What follows belongs to an exercise in optimizing a design on an open flow for small area; a production flow would make more cautious choices.
The RTL was checked by simulation tests, not by an equivalence proof against the original design.

==> job 3747: inputs <==
## r22sdf_64pt
module r22sdf_64pt#(
	parameter data_resolution	= 16,
	parameter fft_length		= 64
)(
	input								sys_clk,
	input								sys_nrst,
	input								sys_en,
	input	[data_resolution-1 : 0]		din_r,
	input	[data_resolution-1 : 0]		din_i,
	output	[data_resolution-1 : 0]		dout_r,
	output	[data_resolution-1 : 0]		dout_i
);
==> module bf2i, before the edit <==
module bf2i#(
	parameter data_resolution = 16,
	parameter delay_num = 2
)(
	input								sys_clk,
	input								sys_en,
	input								sel,
	input	[data_resolution-1 : 0]		din_r,
	input	[data_resolution-1 : 0]		din_i,
	output	[data_resolution-1 : 0]		dout_r,
	output	[data_resolution-1 : 0]		dout_i
);
	reg		[data_resolution-1 : 0]		din_r_r;
	reg		[data_resolution-1 : 0]		din_i_r;
	reg		[data_resolution-1 : 0]		delay_r		[delay_num-1 : 0];
	reg		[data_resolution-1 : 0]		delay_i		[delay_num-1 : 0];
	reg		[data_resolution-1 : 0]		dout_r_r;
	reg		[data_resolution-1 : 0]		dout_i_r;
	wire	[data_resolution-1 : 0]		delay_r_w = delay_r[delay_num-1];
	wire	[data_resolution-1 : 0]		delay_i_w = delay_i[delay_num-1];
	wire	[data_resolution-1 : 0]		buff_r_d0 = sel ? delay_r_w + din_r_r : delay_r_w;
	wire	[data_resolution-1 : 0]		buff_i_d0 = sel ? delay_i_w + din_i_r : delay_i_w;
	wire	[data_resolution-1 : 0]		buff_r_d1 = sel ? delay_r_w - din_r_r : din_r_r;
	wire	[data_resolution-1 : 0]		buff_i_d1 = sel ? delay_i_w - din_i_r : din_i_r;
	integer k;
	always@(posedge sys_clk)begin
		if(sys_en)begin
			din_r_r <= din_r;
			din_i_r <= din_i;
			delay_r[0] <= buff_r_d1;
			delay_i[0] <= buff_i_d1;
			for(k=1;k<delay_num;k=k+1)begin
				delay_r[k] <= delay_r[k-1];
				delay_i[k] <= delay_i[k-1];
			end
			dout_r_r <= buff_r_d0;
			dout_i_r <= buff_i_d0;
		end
	end
	assign dout_r = dout_r_r;
	assign dout_i = dout_i_r;
endmodule
==> module bf2ii, before the edit <==
module bf2ii#(
	parameter data_resolution = 16,
	parameter delay_num = 1
)(
	input								sys_clk,
	input								sys_en,
	input	[1 : 0]						sel,
	input	[data_resolution-1 : 0]		din_r,
	input	[data_resolution-1 : 0]		din_i,
	output	[data_resolution-1 : 0]		dout_r,
	output	[data_resolution-1 : 0]		dout_i
);
	reg		[data_resolution-1 : 0]		din_r_r;
	reg		[data_resolution-1 : 0]		din_i_r;
	reg		[data_resolution-1 : 0]		delay_r		[delay_num-1 : 0];
	reg		[data_resolution-1 : 0]		delay_i		[delay_num-1 : 0];
	reg		[data_resolution-1 : 0]		dout_r_r;
	reg		[data_resolution-1 : 0]		dout_i_r;
	wire	[data_resolution-1 : 0]		delay_r_w = delay_r[delay_num-1];
	wire	[data_resolution-1 : 0]		delay_i_w = delay_i[delay_num-1];
	wire								rot = (sel == 2'b01);
	wire								bfly = sel[0];
	wire	[data_resolution-1 : 0]		x_r = rot ? din_i_r : din_r_r;
	wire	[data_resolution-1 : 0]		x_i = rot ? din_r_r : din_i_r;
	wire	[data_resolution-1 : 0]		x_i_add = x_i ^ {data_resolution{rot}};
	wire	[data_resolution-1 : 0]		x_i_sub = x_i ^ {data_resolution{!rot}};
	wire	[data_resolution-1 : 0]		buff_r_d0 = bfly ? delay_r_w + x_r : delay_r_w;
	wire	[data_resolution-1 : 0]		buff_i_d0 = bfly ? delay_i_w + x_i_add + rot : delay_i_w;
	wire	[data_resolution-1 : 0]		buff_r_d1 = bfly ? delay_r_w - x_r : din_r_r;
	wire	[data_resolution-1 : 0]		buff_i_d1 = bfly ? delay_i_w + x_i_sub + !rot : din_i_r;
	integer k;
	always@(posedge sys_clk)begin
		if(sys_en)begin
			din_r_r <= din_r;
			din_i_r <= din_i;
			delay_r[0] <= buff_r_d1;
			delay_i[0] <= buff_i_d1;
			for(k=1;k<delay_num;k=k+1)begin
				delay_r[k] <= delay_r[k-1];
				delay_i[k] <= delay_i[k-1];
			end
			dout_r_r <= buff_r_d0;
			dout_i_r <= buff_i_d0;
		end
	end
	assign dout_r = dout_r_r;
	assign dout_i = dout_i_r;
endmodule
Settings: LEC_CHECK=0, CAP_MARGIN=20, CORE_MARGIN=2, CORE_UTILIZATION=40, SLEW_MARGIN=20; clock period 10.0 ns.
run.sh (not shown) runs the stock make flow with config.mk's settings and CLKGATE_MAP_FILE= SYNTH_SCRIPT=/design/flow/synth_recipe.tcl, a recipe that flattens the netlist after the stock synthesis.
==> job 7735: changes against job 3747 <==
--- a/flow/design.v
+++ b/flow/design.v
@@ -1765,8 +1765,14 @@
 	wire	[data_resolution-1 : 0]		delay_r_w = delay_r[delay_num-1];
 	wire	[data_resolution-1 : 0]		delay_i_w = delay_i[delay_num-1];
-	wire	[data_resolution-1 : 0]		buff_r_d0 = sel ? delay_r_w + din_r_r : delay_r_w;
-	wire	[data_resolution-1 : 0]		buff_i_d0 = sel ? delay_i_w + din_i_r : delay_i_w;
-	wire	[data_resolution-1 : 0]		buff_r_d1 = sel ? delay_r_w - din_r_r : din_r_r;
-	wire	[data_resolution-1 : 0]		buff_i_d1 = sel ? delay_i_w - din_i_r : din_i_r;
+	wire	[data_resolution-1 : 0]		dly_r_g = delay_r_w & {data_resolution{sel}};
+	wire	[data_resolution-1 : 0]		dly_i_g = delay_i_w & {data_resolution{sel}};
+	wire	[data_resolution-1 : 0]		buff_r_d0;
+	wire	[data_resolution-1 : 0]		buff_i_d0;
+	wire	[data_resolution-1 : 0]		buff_r_d1;
+	wire	[data_resolution-1 : 0]		buff_i_d1;
+	rca#(.width(data_resolution)) add_r(.a(delay_r_w), .b(din_r_r & {data_resolution{sel}}), .ci(1'b0), .s(buff_r_d0));
+	rca#(.width(data_resolution)) add_i(.a(delay_i_w), .b(din_i_r & {data_resolution{sel}}), .ci(1'b0), .s(buff_i_d0));
+	rca#(.width(data_resolution)) sub_r(.a(dly_r_g), .b(din_r_r ^ {data_resolution{sel}}), .ci(sel), .s(buff_r_d1));
+	rca#(.width(data_resolution)) sub_i(.a(dly_i_g), .b(din_i_r ^ {data_resolution{sel}}), .ci(sel), .s(buff_i_d1));
 	integer k;
 	always@(posedge sys_clk)begin
@@ -1787,4 +1793,21 @@
 	assign dout_i = dout_i_r;
 endmodule
+module rca#(
+	parameter width = 16
+)(
+	input	[width-1 : 0]	a,
+	input	[width-1 : 0]	b,
+	input					ci,
+	output	[width-1 : 0]	s
+);
+	wire	[width : 0]		c;
+	assign c[0] = ci;
+	genvar i;
+	generate
+		for(i=0;i<width;i=i+1)begin : bit_loop
+			assign {c[i+1], s[i]} = a[i] + b[i] + c[i];
+		end
+	endgenerate
+endmodule
 `timescale 1 ns/ 1 ps
 module bf2ii#(
@@ -1812,10 +1835,16 @@
 	wire	[data_resolution-1 : 0]		x_r = rot ? din_i_r : din_r_r;
 	wire	[data_resolution-1 : 0]		x_i = rot ? din_r_r : din_i_r;
-	wire	[data_resolution-1 : 0]		x_i_add = x_i ^ {data_resolution{rot}};
-	wire	[data_resolution-1 : 0]		x_i_sub = x_i ^ {data_resolution{!rot}};
-	wire	[data_resolution-1 : 0]		buff_r_d0 = bfly ? delay_r_w + x_r : delay_r_w;
-	wire	[data_resolution-1 : 0]		buff_i_d0 = bfly ? delay_i_w + x_i_add + rot : delay_i_w;
-	wire	[data_resolution-1 : 0]		buff_r_d1 = bfly ? delay_r_w - x_r : din_r_r;
-	wire	[data_resolution-1 : 0]		buff_i_d1 = bfly ? delay_i_w + x_i_sub + !rot : din_i_r;
+	wire	[data_resolution-1 : 0]		dly_r_g = delay_r_w & {data_resolution{bfly}};
+	wire	[data_resolution-1 : 0]		dly_i_g = delay_i_w & {data_resolution{bfly}};
+	wire								sub_i0 = bfly & rot;		 
+	wire								sub_i1 = bfly & !rot;		 
+	wire	[data_resolution-1 : 0]		buff_r_d0;
+	wire	[data_resolution-1 : 0]		buff_i_d0;
+	wire	[data_resolution-1 : 0]		buff_r_d1;
+	wire	[data_resolution-1 : 0]		buff_i_d1;
+	rca#(.width(data_resolution)) add_r(.a(delay_r_w), .b(x_r & {data_resolution{bfly}}), .ci(1'b0), .s(buff_r_d0));
+	rca#(.width(data_resolution)) add_i(.a(delay_i_w), .b((x_i & {data_resolution{bfly}}) ^ {data_resolution{sub_i0}}), .ci(sub_i0), .s(buff_i_d0));
+	rca#(.width(data_resolution)) sub_r(.a(dly_r_g), .b(x_r ^ {data_resolution{bfly}}), .ci(bfly), .s(buff_r_d1));
+	rca#(.width(data_resolution)) sub_i(.a(dly_i_g), .b(x_i ^ {data_resolution{sub_i1}}), .ci(sub_i1), .s(buff_i_d1));
 	integer k;
 	always@(posedge sys_clk)begin
==> flow/flow/run.sh (new file) <==
#!/bin/bash
# The standard layout, with one change to synthesis: the fine stage of
# Yosys's synth runs without its early "abc -fast", so that ORFS's full-adder
# extraction sees the adders as written (no inverters between adder cells).
# Registers, their names and cell types are those of the standard synthesis.
set -euo pipefail
W="$(pwd)"
{
  echo 'proc synth {args} { if {[lsearch -exact $args "fine:"] >= 0} { yosys synth -nofsm -noshare -noabc {*}$args } else { yosys synth -nofsm -noshare {*}$args } }'
  tail -n +2 "$W/synth_recipe.tcl"
} > "$W/noabc_synth.tcl"
head -1 "$W/synth_recipe.tcl" > "$W/flow_check.log"
grep -c "synth_recipe.tcl" "$W/standard.sh" >> "$W/flow_check.log"
sed "s|$W/synth_recipe.tcl|$W/noabc_synth.tcl|g" "$W/standard.sh" > "$W/noabc_standard.sh"
grep -q "noabc_synth.tcl" "$W/noabc_standard.sh"
bash "$W/noabc_standard.sh" > "$W/flow_make.log" 2>&1
==> flow/standard.sh (new file) <==
#!/bin/bash
# synth_recipe.tcl (not shown) runs the flow's synth.tcl, then flattens the netlist and writes it again
# the make line also repeats each setting of config.mk as NAME=value (left out here)
make -C /OpenROAD-flow-scripts/flow DESIGN_CONFIG=/design/flow/config.mk WORK_HOME=/design/flow/orfs CLKGATE_MAP_FILE= SYNTH_SCRIPT=/design/flow/synth_recipe.tcl "${@:-finish}"
Settings changed: CORE_UTILIZATION 40 to 55, CTS_BUF_LIST set to sky130_fd_sc_hd__clkbuf_8, CTS_CLUSTER_DIAMETER set to 60, CTS_CLUSTER_SIZE set to 16.
removed: flow/run.sh
==> comparison <==
- In job 7735 the core utilization is higher than in job 3747, by 15 points.
- Job 7735 passed the timing, design-rule and antenna checks. Job 3747 passed the timing, design-rule and antenna checks.
- Via count: job 3747 is larger than job 7735 (25%).
- In maximum frequency, job 3747 and job 7735 hardly differ.
- Register-to-register slack is about the same in job 7735 and job 3747.
- In job 7735 the setup slack is worse than in job 3747, by 12 ps.
- Of job 7735 and job 3747, job 7735 has the higher non-clock buffer count (gap 93).
- Between job 3747 and job 7735, the lower final cell count is in job 7735 (gap about 35%, measured against job 7735).
==> figures <==
Status: job 3747 finished clean; job 7735 finished clean
Layout multi-input combinational cell count: job 3747 7109; job 7735 5227
Aggregate routed wire length: job 3747 376 mm; job 7735 321 mm
Metal1 wirelength: job 3747 158 mm; job 7735 144 mm
Reg-to-Reg Start: job 3747 phase[2]; job 7735 phase[3]
Flip-flop and latch share of the layout cell area: job 3747 0.472; job 7735 0.522
Met2 wire len: job 3747 181 mm; job 7735 148 mm
Synthesized netlist net count: job 3747 13113; job 7735 10374
TritonCTS Buffers: job 3747 272; job 7735 199
CP Max Fanout: job 3747 16; job 7735 20
Mean instance size in the synthesized netlist: job 3747 12.7 sq um; job 7735 15.9 sq um
Metal3 WL: job 3747 17.3 mm; job 7735 19.0 mm
Worst path arrival time: job 3747 10190 ps; job 7735 10350 ps
Length of the first detailed-routing pass in iterations: job 3747 8; job 7735 6
Time the worst path needs with I/O delays and setup: job 3747 9570 ps; job 7735 9580 ps
Area of the mapped netlist: job 3747 0.146 sq mm; job 7735 0.137 sq mm

[afterwards: timing with drivers on the ports]
The flow's constraints put no driver on any port. The routed layouts listed below were extracted and timed again, unchanged, in two steps.
Step 1: set_driving_cell puts a clkbuf_16 on sys_clk and a buf_2 on each other input, an assumption about the parent block.
Step 2 adds t to the input delays and takes it off the output delays; t is the mean of the earliest and latest rising clock arrival at the registers after step 1. Input paths then give back, and output paths get back, about the clock's delay inside the block.
Slacks: no drivers / after step 1 / after step 2; pairs: no drivers / after step 1.
run	t, ns	setup slack, ns	clock arrival spread, ns	worst data-port slew with drivers (ns)	pins driven straight from the clock port
job 3747	0.965	0.429 / 0.429 / 0.429	0.101 / 0.102	0.17	1
job 7735	1.069	0.418 / 0.418 / 0.418	0.145 / 0.145	0.21	1
After both steps setup and hold are still met in every run listed.
